From an optimization exercise on the open Yosys and OpenROAD flow, aimed at small area, a short achievable clock period and few clock cycles; shortcuts taken in it are not production practice.
In this exercise RTL edits were held to simulation tests only and were not proved equivalent to the original.

==> violet <==
// MyDesign
module MyDesign (
  input   wire dut_run,
  output  reg  dut_busy,
  input   wire reset_b,
  input   wire clk,
  output wire        input_sram_write_enable,
  output wire [11:0] input_sram_write_addresss,
  output wire [15:0] input_sram_write_data,
  output reg  [11:0] input_sram_read_address,
  input  wire [15:0] input_sram_read_data,
  output reg         output_sram_write_enable,
  output reg  [11:0] output_sram_write_addresss,
  output reg  [15:0] output_sram_write_data,
  output wire [11:0] output_sram_read_address,
  input  wire [15:0] output_sram_read_data,
  output reg         scratchpad_sram_write_enable,
  output wire [11:0] scratchpad_sram_write_addresss,
  output wire [15:0] scratchpad_sram_write_data,
  output wire [11:0] scratchpad_sram_read_address,
  input  wire [15:0] scratchpad_sram_read_data,
  output wire        weights_sram_write_enable,
  output wire [11:0] weights_sram_write_addresss,
  output wire [15:0] weights_sram_write_data,
  output wire [11:0] weights_sram_read_address,
  input  wire [15:0] weights_sram_read_data
);
  assign input_sram_write_enable   = 1'b0;
  assign input_sram_write_addresss = 12'h0;
  assign input_sram_write_data     = 16'h0;
  assign output_sram_read_address  = 12'h0;
  assign weights_sram_write_enable = 1'b0;
  assign weights_sram_write_addresss = 12'h0;
  assign weights_sram_write_data   = 16'h0;
  localparam M_IDLE = 2'd0, M_SIZE = 2'd1, M_PRE = 2'd2, M_STRIP = 2'd3;
  reg  [1:0] mode;
  reg        first;         
  reg        phi;           
  reg  [3:0] w;             
  reg  [3:0] s;             
  reg  [3:0] nh;            
  wire [4:0] hN = {nh, 1'b0};           
  ...
Settings: LEC_CHECK=0, ABC_AREA=1, CAP_MARGIN=50, CORE_MARGIN=2, CORE_UTILIZATION=60, CTS_BUF_LIST=sky130_fd_sc_hd__clkbuf_8, SLEW_MARGIN=70; clock period 10.0 ns.
standard.sh (not shown) runs the stock make flow with config.mk's settings and CLKGATE_MAP_FILE= SYNTH_SCRIPT=/design/flow/synth_recipe.tcl, a recipe that flattens the netlist after the stock synthesis.
==> flow/flow/run.sh <==
#!/bin/bash
# Standard layout, with one netlist pass between synthesis and floorplan:
# flow/polarity.py removes inverters between full adders (a full adder is
# self-dual, so it can take its inputs in the other polarity). Registers and
# all other logic stay as the standard synthesis made them.
set -uo pipefail
W=$PWD
R=$W/orfs/results/$FLOW_PLATFORM/MyDesign/base
LIB=$FLOW_HOME/platforms/$FLOW_PLATFORM/lib/sky130_fd_sc_hd__tt_025C_1v80.lib

bash standard.sh synth > $W/synth.log 2>&1 || { echo "synthesis failed"; exit 1; }

cp $R/1_2_yosys.v $W/1_2_yosys.standard.v
if python3 flow/polarity.py $W/1_2_yosys.standard.v $W/1_2_yosys.polarity.v "$LIB" > $W/polarity.log 2>&1; then
  # the synthesis netlist is now newer than 1_synth.odb: make rebuilds it
  cp $W/1_2_yosys.polarity.v $R/1_2_yosys.v
  echo "polarity pass applied"
else
  echo "polarity pass failed, keeping the standard netlist"
fi

bash standard.sh finish > $W/finish.log 2>&1 || { echo "layout failed"; exit 1; }
Other scripts of this flow, unchanged in this note and not shown: flow/flow/polarity.py
==> amber (differences from violet) <==
- CORE_UTILIZATION: 60 -> 50
- CTS_BUF_LIST: sky130_fd_sc_hd__clkbuf_8 -> unset
==> comparison table <==
	amber	violet
Ratio of final minimum period to clock period	0.409	0.391
Status	finished clean	finished clean
Number of standard cells in the layout, taps in and fillers out	5818	5653
Worst clock skew	0.0337 ns	0.0777 ns
Total number of vias	34600	34500
Clock buffers and inverters, area share	0.0463	0.0419
Number of nets in the layout	5396	5397
Final weighted congestion in routability-driven placement	1.00	0.965
Peak clock frequency supported by timing	245 MHz	255 MHz
Endpoint of the worst hold-timing path	wa2[2]	wa2[0]
Detail Route met3 WL	20.9 mm	21.1 mm
Terminus of the critical flop-to-flop path	ue_r12_4	so_r[17]
Finished Cell Area	49900 um^2	49100 um^2
Classification of the worst setup path	flip-flop to flip-flop	flip-flop to output port
Testbench counts of violet, summed over its fixed seeds: cycles 34,034.
Testbench counts of amber, summed over its fixed seeds: cycles 34,034.

* * *

==> inputs of build 59 <==
Another version of the RTL of MyDesign (not shown whole).
Settings: LEC_CHECK=0, ABC_AREA=1, CAP_MARGIN=20, CORE_MARGIN=2, CORE_UTILIZATION=50, SLEW_MARGIN=20; clock period 10.0 ns.
run.sh (not shown) runs the stock make flow with config.mk's settings and CLKGATE_MAP_FILE= SYNTH_SCRIPT=/design/flow/synth_recipe.tcl, a recipe that flattens the netlist after the stock synthesis.
Stock flow here: none of the scripts above is used.
==> build 43 (differences from build 59) <==
CAP_MARGIN = 50   (was 20)
SETUP_SLACK_MARGIN = 5   (was not set)
SLEW_MARGIN = 70   (was 20)
==> trial 54 (differences from build 59) <==
CAP_MARGIN = 50   (was 20)
SLEW_MARGIN = 70   (was 20)
==> comparison table <==
Result of the run: build 43 finished clean; trial 54 finished clean; build 59 finished clean
Final Worst Setup Slack: build 43 5.36 ns; trial 54 5.36 ns; build 59 4.84 ns
Area fraction of clock buffers and clock inverters: build 43 0.0430; trial 54 0.0430; build 59 0.0476
Met3 Use GR: build 43 0.136; trial 54 0.136; build 59 0.130
Sequential share of cell area: build 43 0.263; trial 54 0.263; build 59 0.266
Worst R2R Start: build 43 neg4[1]$_DFFE_PP_; trial 54 neg4[1]$_DFFE_PP_; build 59 neg4[0]$_DFFE_PP_
Number of global-route vias before repair: build 43 34968; trial 54 34968; build 59 34424
Post-place instance area: build 43 0.0495 mm2; trial 54 0.0495 mm2; build 59 0.0489 mm2
Register-to-Register Path Depth: build 43 13; trial 54 13; build 59 10
Non-clock buffer share: build 43 0.0351; trial 54 0.0351; build 59 0.0272
Critical path buffer and inverter count: build 43 7; trial 54 7; build 59 4
Non-clock buffers: build 43 213; trial 54 213; build 59 146
Multi-input logic area: build 43 0.0289 mm2; trial 54 0.0289 mm2; build 59 0.0287 mm2
Required time worst endpoint: build 43 10.52 ns; trial 54 10.52 ns; build 59 10.51 ns
Routed metal-1 wirelength: build 43 65800 um; trial 54 65800 um; build 59 65200 um
Global Route met2 Usage: build 43 0.490; trial 54 0.490; build 59 0.488
Worst-skew pair later-pin latency: build 43 0.67 ns; trial 54 0.67 ns; build 59 0.66 ns
Total length of routed met3 wires: build 43 23300 um; trial 54 23300 um; build 59 23500 um
Testbench counts of build 59, summed over its fixed seeds: cycles 34,034.
Testbench counts of build 43, summed over its fixed seeds: cycles 34,034.
Testbench counts of trial 54, summed over its fixed seeds: cycles 34,034.

* * *

==> indigo <==
Another version of the RTL of MyDesign (not shown whole).
==> flow/config.mk <==
export PLATFORM = sky130hd
export DESIGN_NAME = MyDesign
export DESIGN_NICKNAME = MyDesign
export VERILOG_FILES = /design/flow/design.v
export SDC_FILE = /design/flow/constraint.sdc
export NUM_CORES = 4
export LEC_CHECK = 0
export ABC_AREA = 1
export CAP_MARGIN = 50
export CORE_MARGIN = 2
export CORE_UTILIZATION = 65
export CTS_BUF_LIST = sky130_fd_sc_hd__clkbuf_16
export CTS_CLUSTER_DIAMETER = 80
export CTS_CLUSTER_SIZE = 16
export SLEW_MARGIN = 70
==> flow/constraint.sdc <==
create_clock -name core_clock -period 10.0 [get_ports {clk}]
set_input_delay 2.0000 -clock core_clock [delete_from_list [all_inputs] [get_ports {clk}]]
set_output_delay 2.0000 -clock core_clock [all_outputs]
set_load 0.01 [all_outputs]
standard.sh (not shown) runs the stock make flow with config.mk's settings and CLKGATE_MAP_FILE= SYNTH_SCRIPT=/design/flow/synth_recipe.tcl, a recipe that flattens the netlist after the stock synthesis.
==> flow/flow/run.sh <==
#!/bin/bash
# Standard layout, with one netlist pass between synthesis and floorplan:
# flow/polarity.py removes inverters between full adders (a full adder is
# self-dual, so it can take its inputs in the other polarity). Registers and
# all other logic stay as the standard synthesis made them. Every port still
# gets a buffer, of a faster cell (buf_2) than the one buffer_ports picks.
set -uo pipefail
W=$PWD
R=$W/orfs/results/$FLOW_PLATFORM/MyDesign/base
LIB=$FLOW_HOME/platforms/$FLOW_PLATFORM/lib/sky130_fd_sc_hd__tt_025C_1v80.lib

bash standard.sh synth > $W/synth.log 2>&1 || { echo "synthesis failed"; exit 1; }

cp $R/1_2_yosys.v $W/1_2_yosys.standard.v
if python3 flow/polarity.py $W/1_2_yosys.standard.v $W/1_2_yosys.polarity.v "$LIB" > $W/polarity.log 2>&1; then
  # the synthesis netlist is now newer than 1_synth.odb: make rebuilds it
  cp $W/1_2_yosys.polarity.v $R/1_2_yosys.v
  echo "polarity pass applied"
else
  echo "polarity pass failed, keeping the standard netlist"
fi

bash standard.sh "BUFFER_PORTS_ARGS=-buffer_cell sky130_fd_sc_hd__buf_2" finish > $W/finish.log 2>&1 || { echo "layout failed"; exit 1; }
Other scripts of this flow, unchanged in this note and not shown: flow/flow/polarity.py
==> ember: changes against indigo <==
--- a/flow/design.v
+++ b/flow/design.v
@@ -144,26 +144,28 @@
   reg [5:0] kacc;
   assign weights_sram_read_address = {9'd0, waddr};
   function [9:0] gneg;      
     input [7:0] k;
     gneg = {3'd0, k[7] & ~(k[6] & k[5]), 1'b0, k[5] & ~(k[4] & k[3]), 1'b0,
             k[3] & ~(k[2] & k[1]), 1'b0, k[1]};
   endfunction
+  reg [2:0] waddrn;
+  wire [2:0] wa_cur = ~waddrn;
+  wire [2:0] wa_nx = (mode == M_IDLE) ? 3'd0 : (wa_cur != 3'd4) ? wa_cur + 3'd1 : wa_cur;
   always @(posedge clk) begin
     if (~reset_b) begin
       waddr <= 3'd0;
+      waddrn <= 3'd7;
       kld <= 6'd0;
       kacc <= 6'd0;
     end else begin
       kld <= {kld[4:0], start};
       kacc <= kld;
-      if (mode == M_IDLE)
-        waddr <= 3'd0;
-      else if (waddr != 3'd4)
-        waddr <= waddr + 3'd1;
+      waddr <= wa_nx;
+      waddrn <= ~wa_nx;
     end
   end
   reg [3:0] onn0, onn1, onn2, onn3, onn4, onn5, onn6, onn7, onn8;
   reg [3:0] twn0, twn1, twn2, twn3, twn4, twn5, twn6, twn7, twn8;
   reg [3:0] ngn0, ngn1, ngn2, ngn3, ngn4, ngn5, ngn6, ngn7, ngn8;
   function [3:0] bone;
     input [7:0] k;
Settings changed: CORE_UTILIZATION 65 to 60.
==> comparison <==
In indigo the count of clock-buffer cells in the layout is lower than in ember, by 2.
Of indigo and ember, ember has the higher design area (gap 0.67%, measured against ember).
In indigo the synthesized cell count is smaller than in ember, by 0.61%.
indigo finished clean. ember finished clean.
Against ember, the utilization of indigo is higher by 5.0 points.
Between ember and indigo, the lower clock skew is in indigo (gap 0.019 ns).
==> figures <==
| quantity | indigo | ember |
|---|---|---|
| Status | finished clean | finished clean |
| Via count of the first global-routing pass | 34.76k | 34.64k |
| Clock insertion delay at the later pin of the skew report | 0.67 ns | 0.68 ns |
| Kind of critical path | reg2reg | reg2out |
| Period minus WS final | 3.204 ns | 3.232 ns |
| Fillers | 5618 | 6504 |
| Hold WS | 0.3265 ns | 0.3282 ns |
| Met3 layer wire length in the routed design | 22.98 mm | 21.36 mm |
| Grt met3 use | 15.31% | 13.53% |
| Overall die height | 275.1 µm | 286.7 µm |
| Share of the clock period used by the worst path after layout | 32.04% | 32.32% |
| Count of sequential standard cells | 712 | 715 |
| Final standard cell area without fillers | 51150 µm² | 51490 µm² |
| Fmax achieved | 0.3121 GHz | 0.3094 GHz |
| Final nets | 5584 | 5624 |
Testbench counts of indigo, summed over its fixed seeds: cycles 34,066.
Testbench counts of ember, summed over its fixed seeds: cycles 34,066.

==> separate check: timing with driven ports <==
Ports are ideal in the flow. The routed layouts listed here were re-timed in OpenROAD.
Step 1, drivers: a clkbuf_16 drives clk and a buf_2 each remaining input, both assumed.
Step 2 also shifts input and output timing later by t, the mid clock arrival at the registers, as if the neighbouring blocks saw the same clock.
Slacks: ideal / step 1 / step 2; pairs: ideal / step 1.
| run | t, ns | setup WS [ns] | worst hold slack (ns) | worst setup path after step 2 | worst data-port slew with drivers (ns) |
|---|---|---|---|---|---|
| violet | 0.828 | 6.086 / 6.016 / 5.870 | 0.326 / 0.326 / 0.326 | input to register | 0.05 |
| amber | 0.712 | 5.914 / 5.914 / 5.914 | 0.322 / 0.322 / 0.322 | register to register | 0.06 |
| build 59 | 0.708 | 4.836 / 4.836 / 4.836 | 0.326 / 0.326 / 0.326 | register to register | 0.04 |
| build 43 | 0.712 | 5.364 / 5.364 / 5.364 | 0.323 / 0.323 / 0.323 | register to register | 0.04 |
| trial 54 | 0.712 | 5.364 / 5.364 / 5.364 | 0.323 / 0.323 / 0.323 | register to register | 0.04 |
| indigo | 0.707 | 6.796 / 6.732 / 6.301 | 0.327 / 0.327 / 0.327 | input to register | 0.03 |
| ember | 0.720 | 6.768 / 6.693 / 6.400 | 0.328 / 0.328 / 0.328 | input to register | 0.04 |
After both steps every run listed still meets setup and hold. For indigo, which loses most, drivers alone change the setup slack by -0.064 ns; drivers and shift together by -0.495 ns.
